Background: an optimization exercise with open tools, aiming at small area. Do not read the settings as production practice.
In this exercise RTL edits were held to simulation tests only and were not proved equivalent to the original.
The flow treats the clock pin as an ideal source, which a real chip does not have.
Power figures rest on the tool's default switching activity, not on a simulated workload.

### design/flow/standard.sh
#!/bin/bash
# synth_recipe.tcl (not shown) runs the flow's synth.tcl, then flattens the netlist and writes it again
# the make line also repeats each setting of config.mk as NAME=value (left out here)
make -C /OpenROAD-flow-scripts/flow DESIGN_CONFIG=/design/flow/config.mk WORK_HOME=/design/flow/orfs CLKGATE_MAP_FILE= SYNTH_SCRIPT=/design/flow/synth_recipe.tcl "${@:-finish}"
### design/flow/design.v
module clk_gen(
    input  logic clk, rst,
    input  logic [16:0] i_baud,
    output logic o_tx_tick, o_rx_tick
);
logic b48, b14, b19, b38, b57;
assign b48 = (i_baud == 17'd4800);
assign b14 = (i_baud == 17'd14400);
assign b19 = (i_baud == 17'd19200);
assign b38 = (i_baud == 17'd38400);
assign b57 = (i_baud == 17'd57600);
logic [12:0] tx_rl;
logic [8:0] rx_rl;
always_comb begin
    if (b48) begin tx_rl = 13'd1543; rx_rl = 9'd110; end
    else if (b14) begin tx_rl = 13'd751; rx_rl = 9'd35; end
    else if (b19) begin tx_rl = 13'd2146; rx_rl = 9'd113; end
    else if (b38) begin tx_rl = 13'd3618; rx_rl = 9'd371; end
    else if (b57) begin tx_rl = 13'd4863; rx_rl = 9'd56; end
    else begin tx_rl = 13'd1711; rx_rl = 9'd98; end
end
logic [12:0] tx_q, tx_s;
logic [8:0] rx_q, rx_s;
assign tx_s = tx_q ^ 13'd3437;
assign rx_s = rx_q ^ 9'd491;
logic tx_ph, rx_ph, tx_tc, rx_tc;
assign tx_tc = (tx_s == 13'd4754);
assign rx_tc = (rx_s == 9'd20);
always_ff @(posedge clk) begin
    if (rst || tx_tc) tx_q <= tx_rl ^ 13'd3437;
    else              tx_q <= {tx_s[11:0], tx_s[9] ^ tx_s[12]} ^ 13'd3437;
    if (rst)          tx_ph <= 1'b0;
    else if (tx_tc)   tx_ph <= ~tx_ph;
end
always_ff @(posedge clk) begin
    if (rst)        rx_q <= 9'd20 ^ 9'd491;
    else if (rx_tc) rx_q <= rx_rl ^ 9'd491;
    else            rx_q <= {rx_s[7:0], rx_s[1] ^ rx_s[8]} ^ 9'd491;
    if (rst)        rx_ph <= 1'b0;
    else if (rx_tc) rx_ph <= ~rx_ph;
end
assign o_tx_tick = tx_tc & ~tx_ph;
assign o_rx_tick = rx_tc & ~rx_ph;
endmodule
module uart_tx(
    input  logic clk, rst, i_tx_tick, i_tx_str,
    input  logic [7:0] i_tx_data,
    input  logic [3:0] i_len,
    input  logic i_parity_ty,
    input  logic i_parity_en,
    input  logic i_stop2,
    output logic o_tx, o_tx_done, o_tx_er
);
localparam logic [3:0] IDLE = 4'd2, START = 4'd7, PAR = 4'd3,
                       STOP1 = 4'd0, STOP2 = 4'd4, DONE = 4'd5;
logic [3:0] st, nx;
logic [7:0] tx_reg;
logic par;
logic last;
assign last = st[2] & (st[1:0] + 2'd1 == i_len[1:0]);
always_comb begin
    nx = st;
    o_tx = 1'b1;
    if (st[3]) begin
        o_tx = tx_reg[st[2:0]];
        if (last) nx = i_parity_en ? PAR : STOP1;
        else      nx = st + 4'd1;
    end else begin
        case (st)
            IDLE:  nx = i_tx_str ? START : IDLE;
            START: begin o_tx = 1'b0; nx = 4'b1000; end
            PAR:   begin o_tx = par; nx = STOP1; end
            STOP1: nx = i_stop2 ? STOP2 : DONE;
            STOP2: nx = DONE;
            default: nx = IDLE;
        endcase
    end
end
assign o_tx_done = (st == DONE);
assign o_tx_er = 1'b0;
always_ff @(posedge clk) begin
    if (rst)            st <= IDLE;
    else if (i_tx_tick) st <= nx;
end
always_ff @(posedge clk) begin
    if (i_tx_tick) begin
        if (st == START) tx_reg <= i_tx_data;
        if (st[3]) par <= par ^ o_tx;
        else       par <= ~i_parity_ty;
    end
end
endmodule
module uart_rx(
    input  logic clk, rst, i_rx_tick, i_rx, i_rx_str,
    input  logic [3:0] i_len,
    input  logic i_parity_ty, i_parity_en,
    input  logic i_stop2,
    output logic [7:0] o_rx,
    output logic o_rx_done,
    output logic o_rx_er
);
localparam logic [2:0] IDLE = 3'd3, START = 3'd0, DATA = 3'd5, PAR = 3'd2,
                       STOP1 = 3'd6, STOP2 = 3'd4, WAIT = 3'd7, DONE = 3'd1;
logic [2:0] st, nx;
logic [3:0] cnt;
logic [7:0] dt;
logic acc;
logic mid, fin;
logic [3:0] sel;    
assign mid = ~cnt[3] & cnt[2] & cnt[1] & cnt[0];
assign fin =  cnt[3] & cnt[2] & cnt[1] & cnt[0];
assign sel = {i_len[1:0] == 2'b00, i_len[1:0] == 2'b11, i_len[1:0] == 2'b10, i_len[1:0] == 2'b01};
always_comb begin
    nx = st;
    case (st)
        IDLE:  if (i_rx_str && !i_rx) nx = START;
        START: if (mid) nx = i_rx ? IDLE : DATA;
        DATA:  if (mid && dt[0]) nx = i_parity_en ? PAR : STOP1;
        PAR:   if (mid) nx = STOP1;
        STOP1: if (mid) nx = i_stop2 ? STOP2 : WAIT;
        STOP2: if (mid) nx = WAIT;
        WAIT:  if (fin) nx = DONE;
        default: nx = IDLE;
    endcase
end
always_ff @(posedge clk) begin
    if (rst)            st <= IDLE;
    else if (i_rx_tick) st <= nx;
end
always_ff @(posedge clk) begin
    if (i_rx_tick) begin
        if (st == IDLE) cnt <= 4'd0;
        else            cnt <= cnt + 4'd1;
    end
end
always_ff @(posedge clk) begin
    if (i_rx_tick) begin
        if (st == IDLE) begin
            dt[3:0] <= 4'd0;
            dt[7:4] <= sel;
        end else if (mid && st == DATA) begin
            dt[3:0] <= dt[4:1];
            dt[4] <= sel[0] ? i_rx : dt[5];
            dt[5] <= sel[1] ? i_rx : dt[6];
            dt[6] <= sel[2] ? i_rx : dt[7];
            dt[7] <= sel[3] & i_rx;
        end
    end
end
always_ff @(posedge clk) begin
    if (i_rx_tick) begin
        if (st == IDLE) acc <= ~i_parity_ty;
        else if (mid) begin
            if (st == DATA)                    acc <= i_parity_en & (acc ^ i_rx);
            else if (st == PAR)                acc <= acc ^ i_rx;
            else if (st == STOP1 || st == STOP2) acc <= acc | ~i_rx;
        end
    end
end
assign o_rx = dt;
assign o_rx_done = (st == DONE);
assign o_rx_er = acc;
endmodule
 module uart_top(
    input  logic clk, rst,
    input  logic [7:0] i_tx_data,
    input  logic [3:0] i_len,
    input  logic [16:0] i_baud,  
    input  logic i_tx_str, i_rx_str, 
    input  logic i_parity_ty, i_parity_en, i_stop2,
    input  logic i_rx,
    output logic o_tx,
    output logic o_tx_done, o_rx_done,
    output logic o_tx_er, o_rx_er,
    output logic [7:0] o_rx 
 );
 logic tx_tick, rx_tick;
 clk_gen c_gen (clk, rst, i_baud, tx_tick, rx_tick);
 uart_tx u_tx (clk, rst, tx_tick, i_tx_str, i_tx_data, i_len, i_parity_ty, i_parity_en, i_stop2, o_tx, o_tx_done, o_tx_er);
 uart_rx u_rx (clk, rst, rx_tick, i_rx, i_rx_str, i_len, i_parity_ty, i_parity_en, i_stop2, o_rx, o_rx_done, o_rx_er);
 endmodule
### design/flow/flow/abc_area.script
strash
fraig
dch -f
map -a
amap
strash
dch -f
map -a
amap
### design/flow/config.mk
export PLATFORM = sky130hd
export DESIGN_NAME = uart_top
export DESIGN_NICKNAME = uart_top
export VERILOG_FILES = /design/flow/design.v
export SDC_FILE = /design/flow/constraint.sdc
export NUM_CORES = 4
export LEC_CHECK = 0
export CAP_MARGIN = 0
export CORE_MARGIN = 2
export CORE_UTILIZATION = 40
export GPL_TIMING_DRIVEN = 0
export SLEW_MARGIN = 0
### design/flow/constraint.sdc
create_clock -name core_clock -period 20.0 [get_ports {clk}]
set_input_delay 4.0000 -clock core_clock [delete_from_list [all_inputs] [get_ports {clk}]]
set_output_delay 4.0000 -clock core_clock [all_outputs]
set_load 0.01 [all_outputs]
### design/flow/flow/run.sh
#!/bin/bash
# The standard layout (standard.sh) with three changes that leave the
# registers exactly as the standard synthesis makes them:
#  - ABC maps the combinational logic with an area-oriented script
#    (flow/abc_area.script) instead of ORFS's speed script,
#  - Yosys does not pre-map adders to half/full-adder cells (ADDER_MAP_FILE
#    empty), so ABC sees all of the logic,
#  - the port buffers use the smallest buffer, sky130_fd_sc_hd__buf_1.
set -euo pipefail
W=$(pwd)
rm -rf "$W/scripts_area"
cp -r "$FLOW_HOME/scripts" "$W/scripts_area"
cp "$W/flow/abc_area.script" "$W/scripts_area/abc_speed.script"
export SCRIPTS_DIR="$W/scripts_area"
export BUFFER_PORTS_ARGS="-buffer_cell sky130_fd_sc_hd__buf_1"
export CTS_ARGS="-repair_clock_nets -dont_use_dummy_load -buf_list sky130_fd_sc_hd__clkbuf_8"
bash standard.sh ADDER_MAP_FILE= finish > "$W/standard.log" 2>&1
==> results of run 1 <==
## cell type report
cell class	instances	area share [%]
Tap cell	75	3.459
Timing Repair Buffer	46	6.365
Buffer	1	0.2768
Sequential cell	53	47.23
Inverter	36	4.982
Multi-Input combinational cell	171	35.15
Clock buffer	5	2.537
## critical path, stage by stage, from the launching register on
cell      delay [ps]
dfxtp_1          420
clkinv_1         180
nor2_1           330
a222oi_1         120
nand3_1          110
nand3_1          120
o21ai_0          110
buf_1            170
## cells in the final DEF, fill, tap and decap left out, types with 5 or more instances in the layout
master,synthesis,routed
a21oi_1,13,13
edfxtp_1,22,22
dfxtp_1,31,31
clkinv_1,36,36
or4_1,7,7
or2_0,5,5
nor4_1,8,7
nor2b_1,5,5
clkbuf_8,0,5
o211ai_1,7,7
nand2_1,16,16
o21ai_0,23,23
nor2_1,33,33
nand3_1,11,11
nor3_1,8,7
buf_1,0,46
## metrics by stage
step                      util [%]  power, mW  hold slack, ps
final                        46.64     0.1945           390.5
after global routing         46.64     0.2054           409.4
after CTS                    46.56     0.1972           392.8
after detailed placement     45.37     0.1439           374.3
after global placement       45.27     0.1435           361.8
after floorplan                  -     0.1361           357.9
## worst max path at each step
stage,slack [ps],cells after the start,startpoint,endpoint
3_3_place_gp,13860,7,i_baud[1],c_gen.tx_q[10]
4_1_cts,14120,7,u_tx.st[0],o_tx
6_report,14140,7,u_tx.st[0],o_tx
3_5_place_dp,13840,6,i_baud[1],c_gen.tx_q[11]
2_1_floorplan,14210,5,i_baud[1],c_gen.tx_q[11]
5_1_grt,13920,7,u_tx.st[0],o_tx
## routing by layer
metal | up-vias | part of all wire, % | global-route usage [%]
li1 | 1057 | - | -
met1 | 900 | 49 | 20.80
met2 | 47 | 45 | 24.05
met3 | 8 | 5.1 | 3.667
met4 | 0 | 1.1 | 4.068
met5 | - | 0 | 0
## power by group
part | internal [mW] | leakage (nW) | switching (mW) | total, mW
Combinational | 0.00727 | 0.363 | 0.0125 | 0.0198
Sequential | 0.119 | 0.458 | 0.00293 | 0.122
Clock | 0.0226 | 0.0359 | 0.0305 | 0.0531
Total | 0.149 | 0.857 | 0.0459 | 0.194
## cell families (layout without fill, tap and decap cells)
family / count (synthesis) / count (layout)
flip-flops: 53 / 53
AO/OA/AOI/OAI: 69 / 69
AND/OR/NAND/NOR: 101 / 101
other: 1 / 1
buffers and inverters: 37 / 88
==> notes.md, run 1 <==
* Type of the worst setup path: register to output port
* Post-Syn Nets at 298
* Final setup margin at 14140 ps
* FF-to-FF Start: c_gen.tx_q[5]
* Fill cells at 620
* Core Area at 0.005816 sq mm
* Total track usage at 15.18%
* Inst Count DP at 382
* Minimum clock period at 5862 ps
* Post-Route WL at 4.661 mm
* Clk sink count at 53
* Register area at 0.001281 sq mm
* Crit. End Element: output port
* Seq/Total Area, Yosys at 54.15%
* Post-route cell area at 0.002713 sq mm
* Root buf cell: clkbuf_8
* Worst vdd rail ir drop at 0.00002812 V
* Distinct cell type count after synthesis at 35
* PortBufs at 46
* Share of layout cells above drive strength 1 at 2.564%
* Via count at 2012
* CP Max Fanout at 5
* Inserted Diodes at 0
* Initial antenna violation count at 0
* Final #Nets at 351
* Largest area contributor in the netlist: edfxtp_1
* Reg with most FFs: c_gen.tx_q
* Post-detail-place hpwl at 3.556 mm
* Primary FF master, synth: dfxtp_1
* Mux share of post-synthesis cell area at 0%
* Final Max Slew Viols at 0
* Later-pin clock latency in the skew report at 300 ps
* Cts repair resizes at 0
* CTS Hold Bufs at 0
* Io pins at 50
* Final non-filler cell total at 387
* Area growth from synthesis to layout at 14.65%
* Final setup viols at 0
* Core Rows at 28
* Post-synth top area share at 27.92%
* Final Wtd Congestion at 0.8537
* Max Fclk at 0.1706 GHz
* Clock Tree Buf Depth at 2
* DRC Markers at 0
* Post-DR vias/cell at 5.199
* Hold_sp: c_gen.tx_q[0]
* Skew final at 19.00 ps
* Die Y at 80.91 um
* Largest net degree at the start of global routing at 16
* Total gr overflow at 0
* Hold Path End: c_gen.tx_q[1]
* Post-CTS Setup Repair Bufs at 0
* Synth Area in Compound Gates at 18.56%
* Initial cell density of the core at 40.68%
* Die area at 0.006546 sq mm
* Worst EP required at 16000 ps
* Clk slew on worst S/H paths at 90 ps
* Synth top cells by count: clkinv_1 (36), nor2_1 (33), dfxtp_1 (31)
* Worst Hold Path Cells at 1
* Count leader, synth: clkinv_1
* Synthesis Warnings at 3
* Mean Syn Cell Area at 9.065 sq um
* Share of flip-flops with an asynchronous set or reset at 0%
* Max-Slew Margin vs Limit at 40.08%
* DRT iter0 DRCs at 133
* Worst Hold Class: register to register
* Worst setup SP type: register
* Max H-tree Level at 2
* EDFF count, synth at 22
* Post-synthesis adder-cell area fraction at 0%
* Setup Slack @ Placement at 13840 ps
* Synthesized area at 0.002366 sq mm
* Reg2reg path depth at 7
* Main combinational cell family by area after synthesis: simple AND/OR/NAND/NOR gates
* Drt first pass iters at 4
* Routed Antenna Nets at 0
* P_leak at 0.8568 nW
* Multi-input logic area at 953.4 sq um
* R2R setup slack at 17230 ps
* Simple-gate portion of the synthesized area at 21.10%
* Ranking of synthesized cells by area: edfxtp_1 (28%), dfxtp_1 (26%), clkinv_1 (5.7%)
* XOR/XNOR share of the synthesized area at 0%
* Number of buffers created by CTS at 5
* Vias in the first global route at 1783
* Unrepaired setup endpoints after global routing: no
* Top flop regs: c_gen.tx_q: 13 flops, c_gen.rx_q: 9 flops
* Max Cap Viol at 0
* Placed cell areas at 0.002639 sq mm
* Fraction of the cycle the final worst path needs at 29.31%
* First-pass GRT wire length at 7.810 mm
* CTS tree: yes
* Outcome: finished clean
* CP arrival at 1860 ps
* Drt wl/cell at 12.04 um
* Tightest Pin Transition at 891.4 ps
* Final Hold Vio Count at 0
* Die width at 80.91 um
* Max FFs per register at 13
* Setup TNS at 0 ps
* PD cells at 71.70 mW/mm^2
* Syn Inst Count at 261
* Flops & latches, synth at 53
* Reg2reg end: u_tx.tx_reg[5]
==> run 2, diff against run 1 <==
--- a/design/flow/flow/run.sh
+++ b/design/flow/flow/run.sh
@@ -15,3 +15,5 @@
 export BUFFER_PORTS_ARGS="-buffer_cell sky130_fd_sc_hd__buf_1"
 export CTS_ARGS="-repair_clock_nets -dont_use_dummy_load -buf_list sky130_fd_sc_hd__clkbuf_8"
+export POST_CTS_TCL="$W/flow/post_cts.tcl"
+export CLK_ROOT_CELL=sky130_fd_sc_hd__clkbuf_2
 bash standard.sh ADDER_MAP_FILE= finish > "$W/standard.log" 2>&1
==> design/flow/flow/post_cts.tcl (new file) <==
# Trim the clock tree that CTS built. CLK_ROOT_CELL: cell for the root buffer
# (it drives only the leaf buffers). CLK_MERGE_LEAVES=1: merge the leaf buffers
# in pairs (sinks of the second move to the first). Every register still gets
# its clock through the same number of buffers.
set block [ord::get_db_block]
set clk_net [$block findNet clk]
set roots {}
foreach it [$clk_net getITerms] { lappend roots [$it getInst] }
if {[llength $roots] == 1} {
  set root [lindex $roots 0]
  set root_out [[$root findITerm X] getNet]
  set leaves {}
  foreach it [$root_out getITerms] {
    if {[$it isInputSignal]} { lappend leaves [$it getInst] }
  }
  set leaves [lsort -command {apply {{a b} {string compare [$a getName] [$b getName]}}} $leaves]
  if {[info exists ::env(CLK_MERGE_LEAVES)] && $::env(CLK_MERGE_LEAVES)} {
    foreach {keep drop} $leaves {
      if {$drop eq ""} { break }
      set knet [[$keep findITerm X] getNet]
      set dnet [[$drop findITerm X] getNet]
      set sinks {}
      foreach it [$dnet getITerms] { if {[$it isInputSignal]} { lappend sinks $it } }
      foreach it $sinks { $it disconnect; $it connect $knet }
      set dname [$drop getName]
      [$drop findITerm A] disconnect
      [$drop findITerm X] disconnect
      odb::dbInst_destroy $drop
      odb::dbNet_destroy $dnet
      puts "trim_clock_tree: moved [llength $sinks] sinks from $dname to [$keep getName]"
    }
  }
  if {[info exists ::env(CLK_ROOT_CELL)]} {
    $root swapMaster [[ord::get_db] findMaster $::env(CLK_ROOT_CELL)]
    puts "trim_clock_tree: root [$root getName] is now $::env(CLK_ROOT_CELL)"
  }
}
detailed_placement
estimate_parasitics -placement
==> notes.md, run 2 <==
* Final Max Slew Viols at 0
* Area growth from synthesis to layout at 14.28%
* Max Fclk at 0.1684 GHz
* Sw Pwr at 0.04608 mW
* Post-route cell area at 0.002704 sq mm
* Drt wl/cell at 12.04 um
* Via count at 2013
* Placed cell areas at 0.002639 sq mm
* Worst setup SP type: register
* Largest net degree at the start of global routing at 16
* Share of flip-flops with an asynchronous set or reset at 0%
* Count leader, synth: clkinv_1
* DRT iter0 DRCs at 131
* Final Core Density at 46.49%
* Ranking of synthesized cells by area: edfxtp_1 (28%), dfxtp_1 (26%), clkinv_1 (5.7%)
* Post-DR vias/cell at 5.202
* Die Y at 80.91 um
* PD cells at 70.70 mW/mm^2
* Biggest cell delay along the critical path at 420 ps
* Synth top cells by count: clkinv_1 (36), nor2_1 (33), dfxtp_1 (31)
* Initial antenna violation count at 0
* Routed Antenna Nets at 0
* Most frequent cells in the layout: buf_1 (46), clkinv_1 (36), nor2_1 (33), dfxtp_1 (31), o21ai_0 (23)
* Type of the worst setup path: register to output port
* Outcome: finished clean
* Post-Route WL at 4.659 mm
* Reg with most FFs: c_gen.tx_q
* Top flop regs: c_gen.tx_q: 13 flops, c_gen.rx_q: 9 flops
* Reg2reg end: u_tx.tx_reg[5]
* Die area at 0.006546 sq mm
* Total gr overflow at 0
* Total track usage at 15.18%
* Drt first pass iters at 4
* Initial cell density of the core at 40.68%
* Distinct cell type count after synthesis at 35
* Core Rows at 28
* Post-synth top area share at 27.92%
* Largest area contributor in the netlist: edfxtp_1
* Reg2reg path depth at 7
* Later-pin clock latency in the skew report at 380 ps
* Syn Inst Count at 261
* Max-Slew Margin vs Limit at 40.08%
* Worst Hold Class: register to register
* Register share of total power at 63.6%
* Minimum clock period at 5939 ps
* Worst EP required at 16000 ps
* Top cell family by delay on the critical path: simple AND/OR/NAND/NOR gates
* Hold_sp: c_gen.tx_q[0]
* Mean Syn Cell Area at 9.065 sq um
* Final #Nets at 351
* Max Cap Viol at 0
* Fraction of the cycle the final worst path needs at 29.70%
* Critical path, cell by cell: clkinv_1, nor2_1, a222oi_1, nand3_1, nand3_1, o21ai_0, buf_1
* Core Area at 0.005816 sq mm
* Clk slew on worst S/H paths at 90 ps
* EDFF count, synth at 22
* Clk sink count at 53
* Worst Hold Path Cells at 1
* CP arrival at 1940 ps
* Clock network fraction of design power at 26.0%
* Commonest non-fill, non-tap cell in the layout: buf_1
* Seq/Total Area, Yosys at 54.15%
* Io pins at 50
* Hold Path End: c_gen.tx_q[1]
* Combinational power share at 10.4%
* Vias in the first global route at 1783
* PortBufs at 46
* Final Hold Vio Count at 0
* CP Max Fanout at 5
* Worst vdd rail ir drop at 0.00002801 V
* Synthesis Warnings at 3
* Crit. End Element: output port
* FF-to-FF Start: c_gen.tx_q[5]
* DRC Markers at 0
* Final setup viols at 0
* Post-Syn Nets at 298
* Max FFs per register at 13
* CTS tree: yes
* Setup Slack @ Placement at 13840 ps
* Critical path's slowest cell: dfxtp_1
* Final Wtd Congestion at 0.8537
* Flops & latches, synth at 53
* Synthesized area at 0.002366 sq mm
* Inserted Diodes at 0
* Sw Share at 24.11%
* Primary FF master, synth: dfxtp_1
* R2R setup slack at 17230 ps
* Setup TNS at 0 ps
* Tot Pwr at 0.1912 mW
* Skew final at 19.27 ps
* First-pass GRT wire length at 7.810 mm
* Final setup margin at 14060 ps
* Most frequent CP cell: nand3_1
* Die width at 80.91 um
* Post-detail-place hpwl at 3.556 mm
* Critical path buffers and inverters at 2
* P_leak at 0.8537 nW
* Unrepaired setup endpoints after global routing: no
* Share of layout cells above drive strength 1 at 2.564%
* Tightest Pin Transition at 891.4 ps
* Int Pwr at 0.1451 mW
[run 2: cell types whose count changed in the layout (fill, tap and decap cells not counted)]
cell	before	now
clkbuf_2	0	1
clkbuf_8	5	4
[run 2: worst reg2reg max path, stage by stage, from the launching register on]
cell and delay (ps):
dfxtp_1 350, nand4_1 110, nand4b_1 170, nor4_1 290
clkinv_1 190, nor2_1 390, clkinv_1 180, nor4_2 700
[run 2: power by group through the flow]
stage / Clock (mW) / Sequential (mW) / Combinational (mW)
detailed placement: 0 / 0.124 / 0.0198
finish: 0.0498 / 0.122 / 0.0198
floorplan: 0 / 0.124 / 0.0121
global placement: 0 / 0.124 / 0.0196
global route: 0.0564 / 0.122 / 0.0231
[run 2: metal layers]
metal / wire [um] / share of wire, % / vias up / global-route usage, %
met5: 0 / 0 / - / 0
met4: 53 / 1.1 / 0 / 4.068
met3: 244 / 5.2 / 5 / 3.667
met2: 2088 / 45 / 48 / 24.05
met1: 2272 / 49 / 903 / 20.80
li1: - / - / 1057 / -
[run 2: through the flow]
step,cells,hold slack [ps]
finish,387,390.7
global route,387,409.6
detailed placement,382,374.3
global placement,382,361.8
floorplan,261,357.9
[run 2: worst max path at each step]
| stage | cells after the start | start | to | slack [ps] |
|---|---|---|---|---|
| 3_5_place_dp | 6 | i_baud[1] | c_gen.tx_q[11] | 13840 |
| 5_1_grt | 7 | u_tx.st[0] | o_tx | 13830 |
| 6_report | 7 | u_tx.st[0] | o_tx | 14060 |
| 3_3_place_gp | 7 | i_baud[1] | c_gen.tx_q[10] | 13860 |
| 2_1_floorplan | 5 | i_baud[1] | c_gen.tx_q[11] | 14210 |
[run 2: cell type report]
cell class	instances	area (sq um)
fill	620	3112
sequential	53	1281
multi-input combinational	171	953.4
timing repair buffer	46	172.7
inverter	36	135.1
tap	75	93.84
clock buffer	5	60.06
buffer	1	7.507
[run 2: cells by family (layout without fill, tap and decap cells)]
kind of cell    Yosys count  count (layout)  synth area share (%)
other cells               1               1                0.1585
buf+inv                  37              88                 6.029
simple gates            101             101                 21.10
compound gates           69              69                 18.56
flops                    53              53                 54.15
==> run 3, diff against run 2 <==
--- a/design/flow/flow/run.sh
+++ b/design/flow/flow/run.sh
@@ -1,10 +1,15 @@
 #!/bin/bash
-# The standard layout (standard.sh) with three changes that leave the
-# registers exactly as the standard synthesis makes them:
+# The standard layout (standard.sh, all steps) with these changes; the
+# registers stay exactly as the standard synthesis makes them:
 #  - ABC maps the combinational logic with an area-oriented script
 #    (flow/abc_area.script) instead of ORFS's speed script,
 #  - Yosys does not pre-map adders to half/full-adder cells (ADDER_MAP_FILE
 #    empty), so ABC sees all of the logic,
-#  - the port buffers use the smallest buffer, sky130_fd_sc_hd__buf_1.
+#  - the port buffers use the smallest buffer, sky130_fd_sc_hd__buf_1,
+#  - CTS uses clkbuf_8 and inserts no dummy loads; afterwards the root clock
+#    buffer, which only drives the leaf buffers, becomes a clkbuf_2
+#    (flow/post_cts.tcl). Every register is still clocked through root + leaf.
+# Each tool's output goes to the ORFS logs under orfs/logs; make's own output
+# goes to standard.log in this folder.
 set -euo pipefail
 W=$(pwd)
--- a/design/flow/flow/post_cts.tcl
+++ b/design/flow/flow/post_cts.tcl
@@ -1,6 +1,6 @@
 # Trim the clock tree that CTS built. CLK_ROOT_CELL: cell for the root buffer
-# (it drives only the leaf buffers). CLK_MERGE_LEAVES=1: merge the leaf buffers
-# in pairs (sinks of the second move to the first). Every register still gets
-# its clock through the same number of buffers.
+# (it drives only the leaf buffers). CLK_MERGE_LEAVES=1 (not used by run.sh):
+# merge the leaf buffers in pairs. Every register still gets its clock through
+# the same number of buffers.
 set block [ord::get_db_block]
 set clk_net [$block findNet clk]
--- a/design/flow/config.mk
+++ b/design/flow/config.mk
@@ -8,5 +8,6 @@
 export CAP_MARGIN = 0
 export CORE_MARGIN = 2
-export CORE_UTILIZATION = 40
+export CORE_UTILIZATION = 60
 export GPL_TIMING_DRIVEN = 0
+export PLACE_DENSITY = 0.8
 export SLEW_MARGIN = 0
==> notes.md, run 3 <==
* Area growth from synthesis to layout at 12.64%
* Post-synth top area share at 27.92%
* Max-Slew Margin vs Limit at 17.78%
* Syn Inst Count at 261
* Ranking of synthesized cells by area: edfxtp_1 (28%), dfxtp_1 (26%), clkinv_1 (5.7%)
* Synth Area in Compound Gates at 18.56%
* Commonest non-fill, non-tap cell in the layout: buf_1
* Mean Syn Cell Area at 9.065 sq um
* XOR/XNOR share of the synthesized area at 0%
* Later-pin clock latency in the skew report at 380 ps
* Core Rows at 22
* Worst setup SP type: register
* Worst vdd rail ir drop at 0.00006338 V
* Drt wl/cell at 12.63 um
* Max Fclk at 0.1698 GHz
* Final Max Slew Viols at 0
* Crit. End Element: output port
* Clk sink count at 53
* Most frequent CP cell: nand3_1
* Core Area at 0.003716 sq mm
* Final #Nets at 351
* Inst Count DP at 355
* Synthesized area at 0.002366 sq mm
* Critical path buffers and inverters at 2
* Die area at 0.004462 sq mm
* Minimum clock period at 5890 ps
* Initial cell density of the core at 63.67%
* Most frequent cells in the layout: buf_1 (46), clkinv_1 (36), nor2_1 (33), dfxtp_1 (31), o21ai_0 (23)
* Share of layout cells above drive strength 1 at 2.244%
* Post-Syn Nets at 298
* P_leak at 0.8526 nW
* EDFF count, synth at 22
* CP Max Fanout at 5
* Main combinational cell family by area after synthesis: simple AND/OR/NAND/NOR gates
* Final setup viols at 0
* Top cell family by delay on the critical path: simple AND/OR/NAND/NOR gates
* Via count at 2033
* Routed Antenna Nets at 0
* CP arrival at 1890 ps
* PD cells at 71.29 mW/mm^2
* R2R setup slack at 16870 ps
* Seq/Total Area, Yosys at 54.15%
* PortBufs at 46
* Flops & latches, synth at 53
* Mux share of post-synthesis cell area at 0%
* Drt first pass iters at 4
* Fraction of the cycle the final worst path needs at 29.45%
* Top flop regs: c_gen.tx_q: 13 flops, c_gen.rx_q: 9 flops
* Distinct cell type count after synthesis at 35
* Die Y at 66.80 um
* First-pass GRT wire length at 7.403 mm
* Reg with most FFs: c_gen.tx_q
* Initial antenna violation count at 0
* Final non-filler cell total at 360
* Count leader, synth: clkinv_1
* Share of flip-flops with an asynchronous set or reset at 0%
* Worst EP required at 16000 ps
* Worst hold slack at 389.6 ps
* Skew final at 19.99 ps
* Post-synthesis adder-cell area fraction at 0%
* Max Cap Viol at 0
* Critical path's slowest cell: dfxtp_1
* Post-DR vias/cell at 5.647
* Unrepaired setup endpoints after global routing: no
* Final Wtd Congestion at 0.8626
* Worst Hold Class: register to register
* Post-route cell area at 0.002665 sq mm
* DRC Markers at 0
* Io pins at 50
* Primary FF master, synth: dfxtp_1
* Synth top cells by count: clkinv_1 (36), nor2_1 (33), dfxtp_1 (31)
* Critical path, cell by cell: clkinv_1, nor2_1, a222oi_1, nand3_1, nand3_1, o21ai_0, buf_1
* Simple-gate portion of the synthesized area at 21.10%
* Total gr overflow at 0
* Inserted Diodes at 0
* Clk slew on worst S/H paths at 80 ps
* Total track usage at 21.75%
* Final Hold Vio Count at 0
* CTS tree: yes
* Biggest cell delay along the critical path at 430 ps
* Final Core Density at 71.72%
* Vias in the first global route at 1774
* Largest area contributor in the netlist: edfxtp_1
* Largest net degree at the start of global routing at 17
* Die width at 66.80 um
* Tightest Pin Transition at 1224 ps
* DRT iter0 DRCs at 177
* Setup TNS at 0 ps
* Synthesis Warnings at 3
* Max FFs per register at 13
* Type of the worst setup path: register to output port
* Post-detail-place hpwl at 3.532 mm
* Outcome: finished clean
* Placed cell areas at 0.002605 sq mm
* Post-Route WL at 4.545 mm
==> run 3: cell counts after synthesis <==
No cell type changed its count.
==> run 3: where the power goes <==
group / switching (mW) / total (mW) / internal, mW
clock network: 0.0294 / 0.0485 / 0.0191
logic: 0.0126 / 0.0198 / 0.00723
registers: 0.00294 / 0.122 / 0.119
==> run 3: worst register-to-register path, cell delays in order, from the launching register on <==
cell and delay (ps):
dfxtp_1 400, clkinv_1 170, nor3_1 1000, clkinv_1 470, a21oi_1 710
==> run 3: layer usage <==
layer  vias to the layer above  track usage [%]  share of wire, %
li1                       1064                -                 -
met1                       910            28.18                46
met2                        54            37.38                48
met3                         5            5.068               5.1
met4                         0            4.082              0.75
met5                         -                0                 0
==> run 3: stage by stage <==
step | setup slack [ps] | power [mW]
2_1_floorplan | 14210 | 0.1361
3_5_place_dp | 13860 | 0.1439
3_3_place_gp | 13900 | 0.1431
5_1_grt | 13940 | 0.1975
6_report | 14110 | 0.1900
==> run 3: final timing paths <==
kind,start,endpoint,cells past startpoint
worst min-delay path,c_gen.tx_q[0],c_gen.tx_q[1],1
worst max register to register,u_rx.st[1],u_rx.dt[3],4
worst max-delay path,u_tx.st[0],o_tx,7
worst min register to register,c_gen.tx_q[0],c_gen.tx_q[1],1
==> run 3: layout make-up <==
type / count / area (sq um)
plain buffers: 1 / 7.507
clock buffers: 5 / 60.06
fillers: 307 / 1051
inverters: 36 / 135.1
multi-input cells: 171 / 948.4
flip-flops and latches: 53 / 1281
well taps: 48 / 60.06
repair buffers: 46 / 172.7
==> run 3: cell families (layout without fill, tap and decap cells) <==
| group | count (synthesis) | count (layout) |
|---|---|---|
| buffers and inverters | 37 | 88 |
| other | 1 | 1 |
| DFF | 53 | 53 |
| and+or+nand+nor | 101 | 101 |
| AOI/OAI and AO/OA | 69 | 69 |
==> run 4, diff against run 3 <==
--- a/design/flow/config.mk
+++ b/design/flow/config.mk
@@ -8,5 +8,5 @@
 export CAP_MARGIN = 0
 export CORE_MARGIN = 2
-export CORE_UTILIZATION = 60
+export CORE_UTILIZATION = 75
 export GPL_TIMING_DRIVEN = 0
 export PLACE_DENSITY = 0.8
==> notes.md, run 4 <==
* Outcome: finished clean
* Via count at 2163
* EDFF count, synth at 22
* Max Fclk at 0.1694 GHz
* PortBufs at 46
* Inst Count DP at 352
* Skew final at 31.04 ps
* CP arrival at 1900 ps
* Simple-gate portion of the synthesized area at 21.10%
* Setup TNS at 0 ps
* Max-Slew Margin vs Limit at 22.26%
* Mux share of post-synthesis cell area at 0%
* Worst Hold Class: register to register
* Later-pin clock latency in the skew report at 390 ps
* Max FFs per register at 13
* P_leak at 0.8581 nW
* Share of flip-flops with an asynchronous set or reset at 0%
* Commonest non-fill, non-tap cell in the layout: buf_1
* CTS tree: yes
* Max Cap Viol at 0
* Post-Syn Nets at 298
* Grt peak-use layer: met2
* Main combinational cell family by area after synthesis: simple AND/OR/NAND/NOR gates
* Synth Area in Compound Gates at 18.56%
* Met3 Track Usage GR at 6.926%
* Worst setup SP type: register
* Final #Nets at 352
* Total gr overflow at 0
* Worst vdd rail ir drop at 0.00005595 V
* PD cells at 72.03 mW/mm^2
* Met1 global-route usage at 34.13%
* Setup Slack @ Placement at 13870 ps
* Vias in the first global route at 1839
* Ranking of synthesized cells by area: edfxtp_1 (28%), dfxtp_1 (26%), clkinv_1 (5.7%)
* Post-detail-place hpwl at 3.718 mm
* Final Hold Vio Count at 0
* Minimum clock period at 5903 ps
* Drt first pass iters at 5
* Reg with most FFs: c_gen.tx_q
* Final setup viols at 0
* First-pass GRT wire length at 7.845 mm
* Core Area at 0.003028 sq mm
* CP Max Fanout at 5
* Share of layout cells above drive strength 1 at 2.236%
* Synthesized area at 0.002366 sq mm
* Final setup margin at 14100 ps
* Clk slew on worst S/H paths at 100 ps
* Crit. End Element: output port
* Core Rows at 20
* Syn Inst Count at 261
* Post-synth top area share at 27.92%
* Primary FF master, synth: dfxtp_1
* Top flop regs: c_gen.tx_q: 13 flops, c_gen.rx_q: 9 flops
* Worst EP required at 16000 ps
* Most frequent cells in the layout: buf_1 (46), clkinv_1 (36), nor2_1 (33), dfxtp_1 (31), o21ai_0 (23)
* Die Y at 60.17 um
* Routed Antenna Nets at 0
* Largest area contributor in the netlist: edfxtp_1
* DRT iter0 DRCs at 168
* Distinct cell type count after synthesis at 35
* Synthesis Warnings at 3
* Post-DR vias/cell at 6.059
* DRC Markers at 0
* Final non-filler cell total at 357
* Area growth from synthesis to layout at 12.37%
* Flops & latches, synth at 53
* Post-Route WL at 5.058 mm
* Io pins at 50
* Type of the worst setup path: register to output port
* Grt met2 use at 51.86%
* Largest net degree at the start of global routing at 19
* Total track usage at 29.33%
* Die width at 60.17 um
* Final Wtd Congestion at 0.9396
* Initial cell density of the core at 78.14%
* Count leader, synth: clkinv_1
* Clk sink count at 53
* Synth top cells by count: clkinv_1 (36), nor2_1 (33), dfxtp_1 (31)
* Drt wl/cell at 14.17 um
* XOR/XNOR share of the synthesized area at 0%
* Fraction of the cycle the final worst path needs at 29.52%
* Post-synthesis adder-cell area fraction at 0%
* Worst hold slack at 397.7 ps
* Die area at 0.003620 sq mm
* Initial antenna violation count at 0
* Unrepaired setup endpoints after global routing: no
* Tightest Pin Transition at 1157 ps
* Final Max Slew Viols at 0
* Inserted Diodes at 0
* Seq/Total Area, Yosys at 54.15%
* Mean Syn Cell Area at 9.065 sq um
==> run 4: cell count changes in the layout (fill, tap and decap cells not counted) <==
cell | before | now
buf_2 | 0 | 1
nor4_1 | 7 | 8
nor4_2 | 1 | 0
==> run 4: power breakdown <==
group          switching [mW]  internal (mW)
combinational          0.0130        0.00723
sequential            0.00323          0.119
clock                  0.0302         0.0192
==> run 4: path summary, 6_finish.rpt <==
path / slack, ps / endpoint / from / depth (start not counted)
worst max-delay path: 14100 / o_tx / u_tx.st[0] / 7
worst min-delay path: 400 / c_gen.rx_q[5] / c_gen.rx_q[4] / 1
worst max register to register: 16790 / u_rx.st[0] / u_rx.st[0] / 9
worst min register to register: 400 / c_gen.rx_q[5] / c_gen.rx_q[4] / 1
==> run 4: through the flow <==
step / area (sq um) / total power [mW] / utilization [%]
after global placement: 2594 / 0.1428 / 85.66
after floorplan: 2366 / 0.1361 / -
final: 2659 / 0.1915 / 87.81
after global routing: 2659 / 0.1983 / 87.81
after detailed placement: 2599 / 0.1441 / 85.83
==> run 4: cell families after synthesis <==
group | count (synthesis)
and+or+nand+nor | 101
other | 1
DFF | 53
buffers and inverters | 37
AOI/OAI and AO/OA | 69
==> run 4: area by class of cell <==
cell class | instances | area [sq um]
buffer | 1 | 7.507
clock buffer | 5 | 60.06
fill | 158 | 369.1
inverter | 36 | 135.1
multi-input combinational | 171 | 942.2
sequential | 53 | 1281
tap | 44 | 55.05
timing repair buffer | 47 | 177.7
==> run 4: worst max-delay path: stages (launching register included) <==
cell      delay (ps)
dfxtp_1          420
clkinv_1         190
nor2_1           310
a222oi_1         120
nand3_1          100
nand3_1          120
o21ai_0          110
buf_1            160
==> run 4: metal layers <==
layer	share of wire [%]	wire length, um	up-vias
met5	0	0	-
met4	2.0	103	0
met3	7.0	356	20
met2	50	2552	111
met1	40	2045	978
li1	-	-	1054
==> run 5, diff against run 4 <==
--- a/design/flow/config.mk
+++ b/design/flow/config.mk
@@ -8,6 +8,5 @@
 export CAP_MARGIN = 0
 export CORE_MARGIN = 2
-export CORE_UTILIZATION = 75
+export CORE_UTILIZATION = 40
 export GPL_TIMING_DRIVEN = 0
-export PLACE_DENSITY = 0.8
 export SLEW_MARGIN = 0
==> notes.md, run 5 <==
* Post-DR vias/cell at 5.202
* Syn Inst Count at 261
* Final #Nets at 351
* Most frequent CP cell: nand3_1
* Total track usage at 15.18%
* Count leader, synth: clkinv_1
* Biggest cell delay along the critical path at 420 ps
* Post-Syn Nets at 298
* Clk sink count at 53
* Outcome: finished clean
* Flops & latches, synth at 53
* Unrepaired setup endpoints after global routing: no
* Io pins at 50
* Final setup viols at 0
* Worst setup SP type: register
* PortBufs at 46
* Type of the worst setup path: register to output port
* Critical path's slowest cell: dfxtp_1
* Seq/Total Area, Yosys at 54.15%
* Initial antenna violation count at 0
* Final Max Slew Viols at 0
* DRC Markers at 0
* Share of layout cells above drive strength 1 at 2.564%
* Commonest non-fill, non-tap cell in the layout: buf_1
* Drt first pass iters at 4
* PD cells at 70.70 mW/mm^2
* Final non-filler cell total at 387
* DRT iter0 DRCs at 131
* Max FFs per register at 13
* Final Wtd Congestion at 0.8537
* Routed Antenna Nets at 0
* Inserted Diodes at 0
* Mean Syn Cell Area at 9.065 sq um
* Post-Route WL at 4.659 mm
* Die width at 80.91 um
* Top flop regs: c_gen.tx_q: 13 flops, c_gen.rx_q: 9 flops
* Inst Count DP at 382
* Synthesized area at 0.002366 sq mm
* P_leak at 0.8537 nW
* Largest net degree at the start of global routing at 16
* Most frequent cells in the layout: buf_1 (46), clkinv_1 (36), nor2_1 (33), dfxtp_1 (31), o21ai_0 (23)
* Max-Slew Margin vs Limit at 40.08%
* Die Y at 80.91 um
* Later-pin clock latency in the skew report at 380 ps
* Max Cap Viol at 0
* Worst vdd rail ir drop at 0.00002801 V
* Die area at 0.006546 sq mm
* Initial cell density of the core at 40.68%
* Drt wl/cell at 12.04 um
* Ranking of synthesized cells by area: edfxtp_1 (28%), dfxtp_1 (26%), clkinv_1 (5.7%)
* Setup TNS at 0 ps
* Worst EP required at 16000 ps
* Crit. End Element: output port
* Primary FF master, synth: dfxtp_1
* Synthesis Warnings at 3
* Reg with most FFs: c_gen.tx_q
* Worst Hold Class: register to register
* Post-synth top area share at 27.92%
* First-pass GRT wire length at 7.810 mm
* Core Area at 0.005816 sq mm
* Fraction of the cycle the final worst path needs at 29.70%
* Distinct cell type count after synthesis at 35
* CP Max Fanout at 5
* Core Rows at 28
* Area growth from synthesis to layout at 14.28%
* Minimum clock period at 5939 ps
* CTS tree: yes
* Total gr overflow at 0
* Clk slew on worst S/H paths at 90 ps
* Max Fclk at 0.1684 GHz
* Critical path, cell by cell: clkinv_1, nor2_1, a222oi_1, nand3_1, nand3_1, o21ai_0, buf_1
* Largest area contributor in the netlist: edfxtp_1
* CP arrival at 1940 ps
* Via count at 2013
* Share of flip-flops with an asynchronous set or reset at 0%
* EDFF count, synth at 22
* Synth top cells by count: clkinv_1 (36), nor2_1 (33), dfxtp_1 (31)
* Post-detail-place hpwl at 3.556 mm
* Final Hold Vio Count at 0
* Vias in the first global route at 1783
* Skew final at 19.27 ps
* Tightest Pin Transition at 891.4 ps
==> run 5: cell counts after synthesis <==
Identical to the previous run, type by type.
==> run 5: power by group <==
part           internal (mW)  switching, mW  leakage, nW  total, mW
logic                0.00727         0.0126        0.363     0.0198
clock network         0.0192         0.0306       0.0329     0.0498
registers              0.119        0.00293        0.458      0.122
total                  0.145         0.0461        0.854      0.191
==> run 5: area by class of cell <==
| type | instances | area [sq um] |
|---|---|---|
| Buffer | 1 | 7.507 |
| Multi-Input combinational cell | 171 | 953.4 |
| Clock buffer | 5 | 60.06 |
| Timing Repair Buffer | 46 | 172.7 |
| Fill cell | 620 | 3112 |
| Sequential cell | 53 | 1281 |
| Tap cell | 75 | 93.84 |
| Inverter | 36 | 135.1 |
==> run 5: metal layers <==
layer	wire (um)	vias up	GRT usage, %	part of all wire, %
met1	2272	903	20.80	49
met4	53	0	4.068	1.1
met5	0	-	0	0
met2	2088	48	24.05	45
li1	-	1057	-	-
met3	244	5	3.667	5.2
==> run 5: cell families (layout without fill, tap and decap cells) <==
family / Yosys count / count (layout) / synth area share [%]
and+or+nand+nor: 101 / 101 / 21.10
AOI/OAI and AO/OA: 69 / 69 / 18.56
DFF: 53 / 53 / 54.15
buffers and inverters: 37 / 88 / 6.029
other: 1 / 1 / 0.1585
==> run 5: through the flow <==
step	worst slack, ps	power [mW]	hold slack [ps]	utilization, %	area, sq um
after global placement	13860	0.1435	361.8	45.27	2633
final	14060	0.1912	390.7	46.49	2704
after floorplan	14210	0.1361	357.9	-	2366
after global routing	13830	0.2018	409.6	46.49	2704
after detailed placement	13840	0.1439	374.3	45.37	2639
==> run 5: worst max-delay path: cells and delay by family (launching register included) <==
kind            cells  cell delay [ps]
flops               1              420
buf+inv             2              350
compound gates      2              230
simple gates        3              560
==> run 5: final timing paths <==
path,start,endpoint,slack [ps],depth (start not counted)
max,u_tx.st[0],o_tx,14060,7
min,c_gen.tx_q[0],c_gen.tx_q[1],390,1
max reg2reg,c_gen.tx_q[5],u_tx.tx_reg[5],17230,7
min reg2reg,c_gen.tx_q[0],c_gen.tx_q[1],390,1
==> run 6, diff against run 5 <==
--- a/design/flow/flow/run.sh
+++ b/design/flow/flow/run.sh
@@ -6,5 +6,6 @@
 #  - Yosys does not pre-map adders to half/full-adder cells (ADDER_MAP_FILE
 #    empty), so ABC sees all of the logic,
-#  - the port buffers use the smallest buffer, sky130_fd_sc_hd__buf_1,
+#  - the port buffers, and the buffer synthesis puts on the constant output
+#    o_tx_er (MIN_BUF_CELL_AND_PORTS), use the smallest buffer, buf_1,
 #  - CTS uses clkbuf_8 and inserts no dummy loads; afterwards the root clock
 #    buffer, which only drives the leaf buffers, becomes a clkbuf_2
@@ -22,3 +23,3 @@
 export POST_CTS_TCL="$W/flow/post_cts.tcl"
 export CLK_ROOT_CELL=sky130_fd_sc_hd__clkbuf_2
-bash standard.sh ADDER_MAP_FILE= finish > "$W/standard.log" 2>&1
+bash standard.sh ADDER_MAP_FILE= "MIN_BUF_CELL_AND_PORTS=sky130_fd_sc_hd__buf_1 A X" finish > "$W/standard.log" 2>&1
--- a/design/flow/config.mk
+++ b/design/flow/config.mk
@@ -8,5 +8,6 @@
 export CAP_MARGIN = 0
 export CORE_MARGIN = 2
-export CORE_UTILIZATION = 40
+export CORE_UTILIZATION = 60
 export GPL_TIMING_DRIVEN = 0
+export PLACE_DENSITY = 0.8
 export SLEW_MARGIN = 0
==> notes.md, run 6 <==
* Synthesis Warnings at 3
* Max-Slew Margin vs Limit at 16.51%
* DRC Markers at 0
* Int Pwr at 0.1450 mW
* Clock network fraction of design power at 25.5%
* Initial antenna violation count at 0
* Worst vdd rail ir drop at 0.00005805 V
* Unrepaired setup endpoints after global routing: no
* Syn Inst Count at 261
* Drt wl/cell at 12.04 um
* Final Max Slew Viols at 0
* Reg with most FFs: c_gen.tx_q
* Worst Hold Path Cells at 1
* Max Fclk at 0.1714 GHz
* Largest net degree at the start of global routing at 17
* Biggest cell delay along the critical path at 400 ps
* Final #Nets at 351
* Worst setup SP type: register
* PortBufs at 46
* Post-synth top area share at 27.97%
* Seq/Total Area, Yosys at 54.24%
* Share of flip-flops with an asynchronous set or reset at 0%
* Most frequent cells in the layout: buf_1 (47), clkinv_1 (36), nor2_1 (33), dfxtp_1 (31), o21ai_0 (23)
* Final Core Density at 71.62%
* Drt first pass iters at 4
* Multi-input logic area at 948.4 sq um
* Routed Antenna Nets at 0
* Worst EP required at 16000 ps
* Sw Pwr at 0.04472 mW
* Share of layout cells above drive strength 1 at 1.923%
* Area growth from synthesis to layout at 12.66%
* P_leak at 0.8483 nW
* Fraction of the cycle the final worst path needs at 29.18%
* Post-DR vias/cell at 5.717
* Primary FF master, synth: dfxtp_1
* Combinational power share at 10.5%
* Die area at 0.004455 sq mm
* Critical path, cell by cell: clkinv_1, nor2_1, a222oi_1, nand3_1, nand3_1, o21ai_0, buf_1
* Final Wtd Congestion at 0.8659
* Worst Hold Class: register to register
* Inserted Diodes at 0
* Fill cells at 309
* Setup TNS at 0 ps
* Io pins at 50
* Top flop regs: c_gen.tx_q: 13 flops, c_gen.rx_q: 9 flops
* First-pass GRT wire length at 7.038 mm
* Ranking of synthesized cells by area: edfxtp_1 (28%), dfxtp_1 (26%), clkinv_1 (5.7%)
* Crit. End Element: output port
* Max Cap Viol at 0
* Core Area at 0.003716 sq mm
* Post-Syn Nets at 298
* Minimum clock period at 5836 ps
* EDFF count, synth at 22
* Synth top cells by count: clkinv_1 (36), nor2_1 (33), dfxtp_1 (31)
* Clk slew on worst S/H paths at 80 ps
* Max FFs per register at 13
* Die Y at 66.75 um
* Tightest Pin Transition at 1243 ps
* CTS tree: yes
* Total track usage at 20.78%
* Post-detail-place hpwl at 3.421 mm
* CP Max Fanout at 5
* Die width at 66.75 um
* CP arrival at 1840 ps
* Mean Syn Cell Area at 9.051 sq um
* Register share of total power at 64.0%
* Largest area contributor in the netlist: edfxtp_1
* Final setup viols at 0
* Sw Share at 23.58%
* Total gr overflow at 0
* Clk sink count at 53
* Critical path's slowest cell: dfxtp_1
* Post-Route WL at 4.333 mm
* Core Rows at 22
* Reg2reg path depth at 4
* Most frequent CP cell: nand3_1
* Vias in the first global route at 1688
* DRT iter0 DRCs at 147
* PD cells at 71.28 mW/mm^2
* Distinct cell type count after synthesis at 35
* Initial cell density of the core at 63.57%
* Outcome: finished clean
* Skew final at 17.69 ps
* Flops & latches, synth at 53
* Final Hold Vio Count at 0
* Synthesized area at 0.002362 sq mm
* Via count at 2058
* Register area at 0.001281 sq mm
* Count leader, synth: clkinv_1
* Type of the worst setup path: register to output port
* Commonest non-fill, non-tap cell in the layout: buf_1
* Later-pin clock latency in the skew report at 370 ps
## run 6: changes by cell type after synthesis
cell and delta:
buf_1 +1, buf_4 -1
## run 6: through the flow
stage               instances  hold slack (ps)  total power [mW]  setup slack (ps)  cell area [sq um]
global placement          355            361.8            0.1430             13880               2595
detailed placement        355            376.6            0.1439             13890               2601
finish                    360            392.5            0.1897             14160               2661
global route              360            416.2            0.1988             13960               2661
floorplan                 261            357.9            0.1360             14210               2362
## run 6: final cells by class
| cell class | instances | share of cell area, % |
|---|---|---|
| sequential | 53 | 48.14 |
| multi-input combinational | 171 | 35.64 |
| timing repair buffer | 46 | 6.488 |
| inverter | 36 | 5.078 |
| clock buffer | 5 | 2.257 |
| tap | 48 | 2.257 |
| buffer | 1 | 0.1410 |
## run 6: cells by family (layout without fill, tap and decap cells)
group / count (synthesis) / in the layout / synth area share (%)
DFF: 53 / 53 / 54.24
and+or+nand+nor: 101 / 101 / 21.13
buffers and inverters: 37 / 88 / 5.879
AOI/OAI and AO/OA: 69 / 69 / 18.59
other: 1 / 1 / 0.1587
## run 6: path summary, 6_finish.rpt
path                 startpoint             to  slack [ps]
setup / recovery     u_tx.st[0]           o_tx       14160
hold / removal    c_gen.tx_q[0]  c_gen.tx_q[1]         390
setup reg to reg     u_rx.st[0]     u_rx.dt[4]       16870
hold reg to reg   c_gen.tx_q[0]  c_gen.tx_q[1]         390
## run 6: power by group through the flow
stage               logic, mW  registers, mW  clock network [mW]
floorplan              0.0120          0.124                   0
detailed placement     0.0199          0.124                   0
global placement       0.0191          0.124                   0
finish                 0.0198          0.121              0.0484
global route           0.0227          0.122              0.0540
## run 6: per-layer routing
metal	up-vias	wire length, um	global-route usage (%)
met5	-	0	0
met4	0	21	4.847
li1	1056	-	-
met3	2	258	5.912
met2	69	2053	34.75
met1	931	2000	26.67
## run 6: critical path: cells and delay by family, from the launching register on
kind | cells | cell delay [ps]
buffers and inverters | 2 | 330
DFF | 1 | 400
AOI/OAI and AO/OA | 2 | 220
and+or+nand+nor | 3 | 530
==> run 7, diff against run 6 <==
==> design/flow/run.sh (new file) <==
#!/bin/bash
# synth_recipe.tcl (not shown) runs the flow's synth.tcl, then flattens the netlist and writes it again
# the make line also repeats each setting of config.mk as NAME=value (left out here)
make -C /OpenROAD-flow-scripts/flow DESIGN_CONFIG=/design/flow/config.mk WORK_HOME=/design/flow/orfs CLKGATE_MAP_FILE= SYNTH_SCRIPT=/design/flow/synth_recipe.tcl finish
--- a/design/flow/config.mk
+++ b/design/flow/config.mk
@@ -9,4 +9,5 @@
 export CORE_MARGIN = 2
 export CORE_UTILIZATION = 60
+export CTS_BUF_LIST = sky130_fd_sc_hd__clkbuf_8
 export GPL_TIMING_DRIVEN = 0
 export PLACE_DENSITY = 0.8
removed: design/flow/flow/run.sh
removed: design/flow/flow/abc_area.script
removed: design/flow/flow/post_cts.tcl
removed: design/flow/standard.sh
==> notes.md, run 7 <==
* Final Hold Vio Count at 0
* Worst setup SP type: register
* Largest net degree at the start of global routing at 19
* Crit. End Element: output port
* Final setup margin at 13820 ps
* CP arrival at 2180 ps
* Final Max Slew Viols at 0
* Synthesized area at 0.002678 sq mm
* Met3 Track Usage GR at 4.274%
* Initial cell density of the core at 61.92%
* Setup Slack @ Placement at 13830 ps
* Synthesis Warnings at 3
* Worst EP required at 16000 ps
* Syn Inst Count at 278
* Reg with most FFs: c_gen.tx_q
* Skew final at 13.88 ps
* Tightest Pin Transition at 879.4 ps
* Root buf cell: clkbuf_8
* Fill cells at 328
* DRC Markers at 0
* Ranking of synthesized cells by area: edfxtp_1 (25%), dfxtp_1 (23%), a21oi_1 (3.0%)
* Number of buffers created by CTS at 5
* Clock network fraction of design power at 33.5%
* Sw Pwr at 0.05182 mW
* CP Max Fanout at 6
* Max FFs per register at 13
* Post-detail-place hpwl at 4.389 mm
* Max Fclk at 0.1618 GHz
* Met1 global-route usage at 31.17%
* EDFF count, synth at 22
* Routed Antenna Nets at 0
* Combinational power share at 11.8%
* Later-pin clock latency in the skew report at 310 ps
* Cts repair resizes at 0
* Inserted Diodes at 0
* Via count at 2282
* Drt wl/cell at 14.99 um
* Drt first pass iters at 4
* Max Cap Viol at 0
* Count leader, synth: dfxtp_1
* CTS tree: yes
* DRT iter0 DRCs at 161
* Commonest non-fill, non-tap cell in the layout: clkdlybuf4s50_1
* Post-Syn Nets at 321
* Share of flip-flops with an asynchronous set or reset at 0%
* Max-Slew Margin vs Limit at 40.83%
* Post-synth top area share at 24.67%
* Register share of total power at 54.7%
* Post-DR vias/cell at 5.974
* Flops & latches, synth at 53
* Core Area at 0.004324 sq mm
* First-pass GRT wire length at 9.804 mm
* CTS Hold Bufs at 0
* Max H-tree Level at 2
* Unrepaired setup endpoints after global routing: no
* Top flop regs: c_gen.tx_q: 13 flops, c_gen.rx_q: 9 flops
* Io pins at 50
* Clk slew on worst S/H paths at 100 ps
* Die width at 70.80 um
* Post-CTS Setup Repair Bufs at 0
* Total gr overflow at 0
* P_leak at 1.190 nW
* Grt peak-use layer: met2
* Most frequent cells in the layout: clkdlybuf4s50_1 (44), dfxtp_1 (31), edfxtp_1 (22), nand2_1 (20), nor2_1 (20)
* Type of the worst setup path: register to output port
* Setup TNS at 0 ps
* Worst vdd rail ir drop at 0.00007221 V
* Synth top cells by count: dfxtp_1 (31), edfxtp_1 (22), nand2_1 (20), nor2_1 (20), inv_1 (17)
* Initial antenna violation count at 0
* Final Wtd Congestion at 0.9203
* Vias in the first global route at 2213
* Die area at 0.005013 sq mm
* PortBufs at 44
* Fraction of the cycle the final worst path needs at 30.90%
* PD cells at 67.03 mW/mm^2
* Clk sink count at 53
* Core Rows at 24
* Area growth from synthesis to layout at 23.22%
* Mean Syn Cell Area at 9.632 sq um
* Distinct cell type count after synthesis at 57
* Final setup viols at 0
* Final #Nets at 372
* Clock Tree Buf Depth at 2
* Die Y at 70.80 um
* Grt met2 use at 40.91%
* Int Pwr at 0.1693 mW
* Outcome: finished clean
* Worst Hold Class: register to register
* Post-Route WL at 5.728 mm
* Largest area contributor in the netlist: edfxtp_1
* Seq/Total Area, Yosys at 47.85%
* Primary FF master, synth: dfxtp_1
* Sw Share at 23.43%
* Minimum clock period at 6179 ps
* Share of layout cells above drive strength 1 at 5.455%
* Total track usage at 24.10%
run 7: power by group through the flow:
stage / clock (mW) / sequential, mW / combinational (mW)
after CTS: 0.0757 / 0.121 / 0.0260
final: 0.0742 / 0.121 / 0.0260
after global placement: 0 / 0.123 / 0.0252
after detailed placement: 0 / 0.123 / 0.0258
after global routing: 0.0789 / 0.122 / 0.0288
after floorplan: 0 / 0.123 / 0.0127
run 7: cells by family after synthesis:
kind of cell	count (synthesis)	share of synthesized area, %
compound gates	66	16.54
xor+xnor	8	2.617
fa+ha+maj	6	2.804
buf+inv	28	4.112
flops	53	47.85
mux	4	2.430
other cells	1	0.1401
simple gates	112	23.50
run 7: final timing paths:
kind              endpoint     startpoint  depth (start not counted)  slack [ps]
max                   o_tx     u_tx.st[1]                          4       13820
min          c_gen.rx_q[5]  c_gen.rx_q[4]                          1         380
max reg2reg     u_tx.st[0]     u_tx.st[0]                          8       17740
min reg2reg  c_gen.rx_q[5]  c_gen.rx_q[4]                          1         380
run 7: per-stage QoR:
stage | utilization (%) | hold WS [ps] | std cells | power [mW] | area (sq um)
final | 76.30 | 375.1 | 382 | 0.2211 | 3299
after global placement | 73.61 | 366.5 | 374 | 0.1484 | 3183
after detailed placement | 73.61 | 376.0 | 374 | 0.1492 | 3183
after floorplan | - | 358.3 | 278 | 0.1358 | 2678
after global routing | 76.30 | 386.2 | 382 | 0.2293 | 3299
after CTS | 76.30 | 379.5 | 382 | 0.2227 | 3299
run 7: worst max-delay path, stage by stage (launching register included):
cell,delay (ps)
dfxtp_1,480
mux4_2,530
mux2i_1,240
a21oi_1,120
clkdlybuf4s50_1,500
run 7: layer usage:
layer / part of all wire [%] / vias up
met1: 43 / 1064
met2: 50 / 70
met4: 1.5 / 0
met5: 0 / -
li1: - / 1140
met3: 4.7 / 8
run 7: final cells by class:
class                           count  area (sq um)  share of cell area, %
Tap cell                           52         65.06                  1.972
Sequential cell                    53          1281                  38.83
Clock buffer                        5         68.82                  2.086
Timing Repair Buffer               44         440.4                  13.35
Buffer                             11         46.29                  1.403
Inverter                           17         63.81                  1.934
Multi-Input combinational cell    197          1286                  38.98
Clock inverter                      3         47.55                  1.441

port drivers added, routing unchanged:
No port has a modelled driver above. Below, the same layouts with a new extraction and two added sets of constraints. Step 1: set_driving_cell puts a clkbuf_16 on clk and a buf_2 on each other input, an assumption about the parent block. Step 2 moves the port delays by t, midway between the first and last clock arrival at a register: inputs arrive t later, outputs are due t later. That takes back most of the time a late clock gives input paths. a / b / c = ideal ports / drivers / drivers and shift; a / b = the first two.
run	t (ns)	slack for setup (ns)	hold WS [ns]	slew at the worst register clock pin (ns)	worst data-port slew with drivers (ns)
run 1	0.317	14.138 / 14.111 / 13.841	0.390 / 0.390 / 0.390	0.09 / 0.09	0.03
run 2	0.396	14.061 / 14.037 / 13.840	0.391 / 0.391 / 0.391	0.09 / 0.09	0.03
run 3	0.395	14.110 / 14.090 / 13.855	0.390 / 0.390 / 0.390	0.09 / 0.09	0.03
run 4	0.401	14.097 / 14.074 / 13.787	0.398 / 0.398 / 0.398	0.10 / 0.10	0.03
run 5	0.396	14.061 / 14.037 / 13.840	0.391 / 0.391 / 0.391	0.09 / 0.09	0.03
run 6	0.383	14.165 / 14.144 / 13.897	0.393 / 0.393 / 0.393	0.09 / 0.09	0.03
run 7	0.325	13.821 / 13.795 / 13.843	0.375 / 0.375 / 0.375	0.10 / 0.10	0.04
After both steps every run listed still meets setup and hold. The setup slack of run 4, which loses most, moves by -0.023 ns with the drivers and by -0.310 ns with both steps.
